What follows belongs to an exercise in optimizing a design on an open flow for small area; a production flow would make more cautious choices.
The RTL was checked by simulation tests, not by an equivalence proof against the original design.
Power is estimated from default activity; no workload was simulated.

// egcoding
module egcoding(
	input wire clk,
	input wire rst,
	input wire rx,
	output wire tx
);
Size in the first run: ~1500 cells after synthesis, about 1100 flip-flops, about 4 I/O pins, ~0.024 mm² of cells after synthesis.
Settings: LEC_CHECK=0, ABC_AREA=1, CAP_MARGIN=20, CORE_MARGIN=2, CORE_UTILIZATION=70, SLEW_MARGIN=20; clock period 12.0 ns.
standard.sh (not shown) runs the stock make flow with config.mk's settings and CLKGATE_MAP_FILE= SYNTH_SCRIPT=/design/flow/synth_recipe.tcl, a recipe that flattens the netlist after the stock synthesis.
==> flow/flow/run.sh <==
#!/bin/bash
# The standard layout, with two changes:
#  - synthesis maps with an area-only ABC script (flow/synth.tcl,
#    flow/area.script) in place of ORFS's, which buffers and upsizes for
#    speed; the registers are the standard synthesis's;
#  - TritonCTS runs without dummy loads, with small clusters of clkbuf_8;
#  - clock nets may be routed from met1 up (the platform's default starts at
#    met3, whose wires have more capacitance).
# Each tool's log is under orfs/logs; make's own output is in standard.log.
set -euo pipefail
export MY_ABC_SCRIPT=$PWD/flow/area.script
bash standard.sh "SYNTH_SCRIPT=$PWD/flow/synth.tcl" "MIN_CLK_ROUTING_LAYER=met1" "CTS_ARGS=-sink_clustering_enable -repair_clock_nets -dont_use_dummy_load -buf_list sky130_fd_sc_hd__clkbuf_8 -sink_clustering_size 22 -sink_clustering_max_diameter 45" finish > standard.log 2>&1
==> flow/flow/area.script <==
strash
&get -n
&fraig -x
&put
scorr
dc2
&get -n
&deepsyn -T 60
&put
dch -f
map -a
strash
dch -f
amap
topo
==> flow/flow/synth.tcl <==
proc synth {args} { yosys synth -nofsm -noshare {*}$args }
# The standard synthesis (synth_recipe.tcl), but with ABC mapping by an
# area-only script (flow/area.script) in place of ORFS's, which also
# buffers and upsizes for speed.
proc abc {args} {
  set i [lsearch $args -script]
  if {$i >= 0} { set args [lreplace $args $i [expr {$i + 1}] -script $::env(MY_ABC_SCRIPT)] }
  set j [lsearch $args -D]
  if {$j >= 0} { set args [lreplace $args $j [expr {$j + 1}]] }
  yosys abc {*}$args
}
source $::env(SCRIPTS_DIR)/synth.tcl
# left out here: clear keep_hierarchy, flatten, clean up, hide names made inside functions, write 1_2_yosys.v
Rerun with:
--- a/flow/flow/run.sh
+++ b/flow/flow/run.sh
@@ -11,2 +11,2 @@
 export MY_ABC_SCRIPT=$PWD/flow/area.script
-bash standard.sh "SYNTH_SCRIPT=$PWD/flow/synth.tcl" "MIN_CLK_ROUTING_LAYER=met1" "CTS_ARGS=-sink_clustering_enable -repair_clock_nets -dont_use_dummy_load -buf_list sky130_fd_sc_hd__clkbuf_8 -sink_clustering_size 22 -sink_clustering_max_diameter 45" finish > standard.log 2>&1
+bash standard.sh "SYNTH_SCRIPT=$PWD/flow/synth.tcl" "MIN_CLK_ROUTING_LAYER=met1" "CTS_ARGS=-sink_clustering_enable -repair_clock_nets -dont_use_dummy_load -buf_list sky130_fd_sc_hd__buf_4 -sink_clustering_size 14 -sink_clustering_max_diameter 34" finish > standard.log 2>&1
Effect: Sequential share of layout area stays flat; design area barely changes; wire length decreases by a few percent; via count increases by a few percent; die area stays flat; non-clock buffer count is unchanged.

========
The RTL this note starts from:
==> flow/design.v <==
module egcoding(
	input wire clk,
	input wire rst,
	input wire rx,
	output wire tx
);
	localparam S_IDLE  = 4'd0;
	localparam S_RLEN  = 4'd1;
	localparam S_RDATA = 4'd2;
	localparam S_WRITE = 4'd3;
	localparam S_FETCH = 4'd4;
	localparam S_RUN   = 4'd5;
	localparam S_END   = 4'd6;
	localparam S_RESP  = 4'd8;
	localparam S_TX    = 4'd9;
	localparam S_CNT   = 4'd10;
	reg[3:0] state;
	reg[511:0] ra, rb;
	reg[5:0] ph;
	wire[7:0] ra_out = ra[511:504];
	wire[7:0] rb_out = rb[511:504];
	wire umode = state[3];    
	reg ubusy;
	reg[3:0] baud, bitn;
	reg[7:0] sr;              
	reg bor;                  
	wire udone = ubusy && bitn == 4'd9 && baud == {3'b111, umode};
	wire ushift = ubusy && bitn != 4'd0 && bitn != 4'd9 && baud == {umode, 3'b111};
	wire rxv = ubusy && !umode && bitn == 4'd8 && baud == 4'd8;
	wire rxend = udone && !umode;
	assign tx = !(ubusy && umode) || bitn == 4'd9 || (bitn != 4'd0 && (sr[0] ^ bor));
	reg[6:0] i;
	reg[6:0] len_in;
	reg mcomp;
	reg[7:0] cur;
	reg[3:0] p;       
	reg[3:0] bc;      
	reg zm;           
	reg dry;          
	wire[7:0] inc = rb_out + 8'd1;
	wire[7:0] ld = mcomp ? inc : rb_out;
	reg[2:0] msb;
	integer k;
	always @(*) begin
		msb = 3'd0;
		for (k = 1; k < 8; k = k + 1)
			if (ld[k]) msb = k;
	end
	wire cbit = cur[mcomp ? p[2:0] : bc[2:0]];
	wire ebit = cbit && !p[3];
	wire code_done = p == 4'd0 && (zm || cbit);
	wire used = mcomp ? p == 4'd15 : bc[2:0] == 3'd0;
	wire hit = ph == i[5:0];
	wire wslot = state == S_WRITE && hit;
	wire copy = state == S_RESP && dry;
	wire beyond = !len_in[6] && ph >= len_in[5:0];
	reg txgo;
	reg cnt;
	always @(*) begin
		txgo = 0;
		cnt = 0;
		case (state)
		S_IDLE: txgo = rxend && sr[1];
		S_RUN: begin
			if (mcomp) begin
				txgo = !dry && bc[2:0] == 3'd7;
				cnt = dry && bc == 4'd0;
			end else begin
				txgo = !dry && code_done;
				cnt = dry && code_done;
			end
		end
		S_FETCH: cnt = dry && !mcomp && i[6];
		S_END: txgo = dry || !mcomp || (bc != 4'd0 && bc[2:0] == 3'd7);
		S_CNT: txgo = udone && dry;
		default: ;
		endcase
	end
	always @(posedge clk) begin
		ph <= ph + 6'd1;
		ra <= {ra[503:0], wslot ? cur : ra_out};
		rb <= {rb[503:0], copy ? (beyond ? {8{mcomp}} : ra_out) : rb_out};
	end
	always @(posedge clk) begin
		if (ubusy || cnt) begin
			baud <= baud + 4'd1;
			if (baud == 4'd15)
				bitn <= bitn + 4'd1;
		end
		if (udone)
			ubusy <= 0;
		if (!ubusy && !rx || txgo || state == S_IDLE && rxend && sr[1:0] == 2'd1) begin
			baud <= 4'd0;
			bitn <= 4'd0;
		end
		if (!ubusy && !rx || txgo)
			ubusy <= 1;
		if (ushift) begin
			sr <= {rx && !umode, sr[7:1]};
			bor <= bor && !sr[0];
		end
		if (txgo)
			bor <= !mcomp && !dry && (state == S_RUN || state == S_END);
		case (state)
		S_IDLE: if (rxend) begin
			case (sr[1:0])
			2'd0: state <= S_RLEN;
			2'd1: begin
				dry <= 1;
				i <= 7'd0;
				bc <= 4'd0;
				p <= 4'd0;
				zm <= 0;
				state <= S_FETCH;
			end
			default: begin
				mcomp <= !sr[0];
				dry <= 1;
				sr <= 8'd0;
				state <= S_RESP;
			end
			endcase
		end
		S_RLEN: if (rxv) begin
			len_in <= sr[6:0];
			i <= 7'h7f;
			state <= S_RDATA;
		end
		S_RDATA: begin
			if (i == len_in) begin
				if (!ubusy || !bitn[3])
					state <= S_IDLE;
			end else if (rxv) begin
				cur <= sr;
				state <= S_WRITE;
			end
		end
		S_WRITE: if (hit) begin
			i <= i + 7'd1;
			state <= S_RDATA;
		end
		S_RESP: if (udone)
			state <= S_IDLE;
		S_FETCH: begin
			if (i[6])
				state <= S_END;
			else if (hit) begin
				if (mcomp && rb_out == 8'hff)
					state <= S_END;
				else begin
					cur <= ld;
					if (mcomp)
						p <= {msb, 1'b0};
					i <= i + 7'd1;
					state <= S_RUN;
				end
			end
		end
		S_RUN: begin
			bc <= bc + 4'd1;
			p <= p - 4'd1;
			if (mcomp) begin
				if (!dry)
					sr <= {ebit, sr[7:1]};
				if (txgo)
					state <= S_TX;
				else if (p == 4'd0)
					state <= S_FETCH;
			end else begin
				if (!zm && cbit) begin
					zm <= 1;
					p <= ~p;
				end
				if (!dry && (zm || cbit))
					sr <= {sr[6:0], cbit};
				if (code_done) begin
					zm <= 0;
					p <= 4'd0;
				end
				if (txgo)
					state <= S_TX;
				else if (bc[2:0] == 3'd7)
					state <= S_FETCH;
			end
		end
		S_TX: if (udone)
			state <= used ? S_FETCH : S_RUN;
		S_END: begin
			if (dry) begin
				sr <= {bitn, baud};
				state <= S_CNT;
			end else if (!mcomp)
				state <= S_RESP;
			else if (bc == 4'd0)
				state <= S_IDLE;
			else begin
				bc <= bc + 4'd1;
				sr <= {1'b0, sr[7:1]};
				if (txgo)
					state <= S_TX;
			end
		end
		S_CNT: if (udone) begin
			if (dry)
				dry <= 0;
			else begin
				i <= 7'd0;
				bc <= 4'd0;
				p <= 4'd0;
				zm <= 0;
				state <= S_FETCH;
			end
		end
		default: state <= S_IDLE;
		endcase
		if (!rst) begin
			state <= S_IDLE;
			ubusy <= 0;
		end
	end
endmodule
export LEC_CHECK = 0
export ABC_AREA = 1
export CAP_MARGIN = 20
export CORE_MARGIN = 2
export CORE_UTILIZATION = 70
export SLEW_MARGIN = 20
create_clock -name core_clock -period 12.0 [get_ports {clk}]
==> flow/flow/run.sh <==
#!/bin/bash
# The standard layout, with two changes:
#  - synthesis maps with an area-only ABC script (flow/synth.tcl,
#    flow/area.script); the registers are the standard synthesis's;
#  - TritonCTS runs without dummy loads, with small clusters of clkbuf_8.
set -euo pipefail
export MY_ABC_SCRIPT=$PWD/flow/area.script
bash standard.sh "SYNTH_SCRIPT=$PWD/flow/synth.tcl" "CTS_ARGS=-sink_clustering_enable -repair_clock_nets -dont_use_dummy_load -buf_list sky130_fd_sc_hd__clkbuf_8 -sink_clustering_size 20 -sink_clustering_max_diameter 40" finish > standard.log 2>&1
==> flow/flow/area.script <==
strash
&get -n
&fraig -x
&put
scorr
dc2
dch -f
map -a
strash
dch -f
map -a
strash
dch -f
amap
topo
Scripts as last shown in full above: flow/flow/synth.tcl
Change:
==> flow/flow/run.sh (replaced) <==
#!/bin/bash
# The standard layout, with TritonCTS run without dummy loads and with
# small clusters of clkbuf_8 leaf buffers.
set -euo pipefail
bash standard.sh "CTS_ARGS=-sink_clustering_enable -repair_clock_nets -dont_use_dummy_load -buf_list sky130_fd_sc_hd__clkbuf_8 -sink_clustering_size 20 -sink_clustering_max_diameter 40" finish > standard.log 2>&1
--- a/flow/config.mk
+++ b/flow/config.mk
@@ -10,3 +10,4 @@
 export CORE_MARGIN = 2
-export CORE_UTILIZATION = 70
+export CORE_UTILIZATION = 78
+export PLACE_DENSITY = 0.9
 export SLEW_MARGIN = 20
removed: flow/flow/area.script
removed: flow/flow/synth.tcl
Outcome:
- sequential power fell by about 2%
- synthesized cell count rose by 9.7%
- routed wire length is higher by 14%
- design area came out higher by 2.0%
- register-to-register slack is better by 1.9 ns
- cell count grows by 5.5%
- worst hold slack improved by 0.019 ns
Change:
--- a/flow/config.mk
+++ b/flow/config.mk
@@ -10,4 +10,3 @@
 export CORE_MARGIN = 2
-export CORE_UTILIZATION = 78
-export PLACE_DENSITY = 0.9
+export CORE_UTILIZATION = 70
 export SLEW_MARGIN = 20
The new run produced a clean layout. Routed wire length goes down by a little under a tenth. Non-clock buffer count grows by 4. Clock skew climbs by 0.016 ns. Sequential share of layout area came out lower by 0.57 points. Total power rose slightly. Cell count is higher slightly. Final area goes up slightly. Clock-buffer cell count is higher by 11. Register-to-register slack improved by 0.53 ns. Synthesized cell count stays the same.

[port drivers added, routing unchanged]
The results above use ideal ports. As a check the final layouts listed here were re-extracted and re-timed, cells and wires unchanged.
Step 1: set_driving_cell puts a clkbuf_16 on clk and a buf_2 on each other input, an assumption about the parent block.
Step 2 times the ports against the registers' clock, not the clock port: input delays grow and output delays shrink by t, the midpoint of the rising clock arrivals with the driver on.
Three values: ideal, step 1, step 2; two values: the first two.
| run | t (ns) | setup WS [ns] | latest minus earliest clock arrival (ns) |
|---|---|---|---|
| the first run of note 1 | 0.681 | 7.066 / 7.066 / 7.066 | 0.072 / 0.073 |
| the second run of note 1 | 0.679 | 7.288 / 7.269 / 7.288 | 0.106 / 0.106 |
| the first run of note 2 | 0.672 | 6.725 / 6.725 / 6.725 | 0.096 / 0.097 |
| the second run of note 2 | 0.688 | 7.301 / 7.249 / 7.936 | 0.067 / 0.067 |
| the third run of note 2 | 0.666 | 7.351 / 7.301 / 7.968 | 0.080 / 0.081 |
After both steps every run listed still meets setup and hold.
